Background: an optimization exercise with open tools, aiming at small area, a short achievable clock period and few clock cycles per item. Do not read the settings as production practice.
At most, simulation tests tie the RTL to the original design; equivalence was not proved.

the previous run:
Design bitcoin_hash, start of the top module:
module bitcoin_hash(input logic        clk, reset_n, start,
                    input logic [15:0] message_addr, output_addr,
                   output logic        done, mem_we,
                   output logic [15:0] mem_addr,
                   output logic [31:0] mem_write_data,
                    input logic [31:0] mem_read_data);
For scale: ~7,400 cells after synthesis, ~120 I/O pins.
==> flow/config.mk <==
export PLATFORM = sky130hd
export DESIGN_NAME = bitcoin_hash
export DESIGN_NICKNAME = bitcoin_hash
export VERILOG_FILES = /design/flow/design.v
export SDC_FILE = /design/flow/constraint.sdc
export NUM_CORES = 8
export LEC_CHECK = 0
export ABC_AREA = 1
export CAP_MARGIN = 20
export CORE_MARGIN = 2
export CORE_UTILIZATION = 40
export CTS_CLUSTER_DIAMETER = 100
export CTS_CLUSTER_SIZE = 20
export PLACE_DENSITY = 0.8
export SETUP_SLACK_MARGIN = 5
export SLEW_MARGIN = 20
==> flow/constraint.sdc <==
create_clock -name core_clock -period 10.0 [get_ports {clk}]
set_input_delay 2.0000 -clock core_clock [delete_from_list [all_inputs] [get_ports {clk}]]
set_output_delay 2.0000 -clock core_clock [all_outputs]
set_load 0.01 [all_outputs]
standard.sh (not shown) runs the stock make flow with config.mk's settings and CLKGATE_MAP_FILE= SYNTH_SCRIPT=/design/flow/synth_recipe.tcl, a recipe that flattens the netlist after the stock synthesis.
==> flow/flow/run.sh <==
#!/bin/bash
# Layout with the standard flow (standard.sh), with these changes:
#  - synthesis skips the full-adder extraction (ADDER_MAP_FILE empty), so the
#    carry-save adders of the SHA-256 round map to faster XOR/majority logic;
#    synthesis script, passes, flattening and renaming are otherwise standard;
#  - optionally, ports are buffered with buf_2 cells.
set -euo pipefail
EXTRA="ADDER_MAP_FILE= SETUP_SLACK_MARGIN=6.5 'BUFFER_PORTS_ARGS=-buffer_cell sky130_fd_sc_hd__buf_2'"
sed "s|\"\${@:-finish}\"|$EXTRA \"\${@:-finish}\"|" standard.sh > standard_own.sh
grep -q 'SETUP_SLACK_MARGIN=6.5' standard_own.sh
bash standard_own.sh synth > synth.log 2>&1
bash standard_own.sh finish > layout.log 2>&1
Testbench counts of the previous run, summed over its fixed seeds: cycles 90,320, hashes 640.
Inputs modified between the previous run and the current run:
diff --git a/flow/design.v b/flow/design.v
--- a/flow/design.v
+++ b/flow/design.v
@@ -25,27 +25,12 @@
     32'hab1c5ed5, 32'h923f82a4, 32'h59f111f1, 32'h3956c25b,
     32'he9b5dba5, 32'hb5c0fbcf, 32'h71374491, 32'h428a2f98};
 localparam logic [31:0] IV0 = 32'h6a09e667, IV1 = 32'hbb67ae85, IV2 = 32'h3c6ef372, IV3 = 32'ha54ff53a,
                         IV4 = 32'h510e527f, IV5 = 32'h9b05688c, IV6 = 32'h1f83d9ab, IV7 = 32'h5be0cd19;
 function automatic [63:0] csa(input [31:0] x, input [31:0] y, input [31:0] z);
     csa = {x ^ y ^ z, ((x & y) | (x & z) | (y & z)) << 1};
-endfunction
-function automatic [31:0] add_sk(input [31:0] x, input [31:0] y);
-    logic [31:0] gg, pp, g2, p2;
-    gg = x & y;
-    pp = x | y;
-    for (int l = 0; l < 5; l++) begin
-        g2 = gg; p2 = pp;
-        for (int i = 0; i < 32; i++)
-            if ((i >> l) & 1) begin
-                g2[i] = gg[i] | (pp[i] & gg[((i >> l) << l) - 1]);
-                p2[i] = pp[i] & pp[((i >> l) << l) - 1];
-            end
-        gg = g2; pp = p2;
-    end
-    add_sk = (x ^ y) ^ {gg[30:0], 1'b0};
 endfunction
 function automatic [31:0] add_bk(input [31:0] x, input [31:0] y);
     logic [31:0] gg, pp;
     gg = x & y;
     pp = x ^ y;
     for (int l = 0; l < 5; l++)
@@ -203,14 +188,14 @@
 wire [31:0] fmd = f ^ m ^ d, gmd = g ^ m ^ d;
 wire [31:0] fmc = (f & m) | (f & d) | (m & d), gmc = (g & m) | (g & d) | (m & d);
 assign e1s = (e & fmd) | (~e & gmd);         
 assign e1c = ((e & fmc) | (~e & gmc)) << 1;
 assign {e2s, e2c} = csa(e1s, e1c, s1);
 wire        rnd   = (ct.asel == SEL_RND);
-wire [31:0] a_cy  = add_sk(c3s, c3c) ^ c3s ^ c3c;
-wire [31:0] e_cy  = add_sk(e2s, e2c) ^ e2s ^ e2c;
+wire [31:0] a_cy  = add_bk(c3s, c3c) ^ c3s ^ c3c;
+wire [31:0] e_cy  = add_bk(e2s, e2c) ^ e2s ^ e2c;
 wire [31:0] m1s, m1c;
 assign {m1s, m1c} = csa(w[9], g & {32{~ct.kiv}}, kr);
 wire [31:0] sg0 = rotr(w[1], 7) ^ rotr(w[1], 18) ^ (w[1] >> 3);
 wire [31:0] sg1 = rotr(w[14], 17) ^ rotr(w[14], 19) ^ (w[14] >> 10);
 wire [31:0] n1s, n1c, n2s, n2c;
 assign {n1s, n1c} = csa(sg1, w[9], sg0);
### Flow results
The previous run → the current run: worst slack on hold paths stayed essentially flat, via count rose by 1,263. On final critical-path required period, the previous run loses to the current run. Looking only at transition time at the pin with the least slew margin, and setting everything else aside, the higher value of the current run and the previous run goes to the current run. The current run vs. the previous run: largest net degree at the start of global routing increased 5.9%; highest fanout seen on the critical path went up by 16; number of cells on the critical path flat; number of signal-net inverters in the final layout went down. On die area, the current run tracks the previous run almost exactly.
The RTL of the current run was laid out without a check of its function.

port drivers added, routing unchanged:
Ports are ideal in the flow. The routed layouts listed here were re-timed in OpenROAD.
Step 1, drivers: a clkbuf_16 drives clk and a buf_2 each remaining input, both assumed.
Step 2 moves the port delays by t, midway between the first and last clock arrival at a register: inputs arrive t later, outputs are due t later. That takes back most of the time a late clock gives input paths.
Slacks: ideal ports / drivers / drivers and shift; pairs: ideal ports / drivers.
| run | t (ns) | slack for setup (ns) | slew at the worst register clock pin (ns) | worst slew at a driven data input, ns |
|---|---|---|---|---|
| the previous run | 0.752 | 6.512 / 6.512 / 6.512 | 0.10 / 0.10 | 0.08 |
| the current run | 0.759 | 6.527 / 6.527 / 6.527 | 0.10 / 0.10 | 0.06 |
After both steps setup and hold are still met in every run listed.
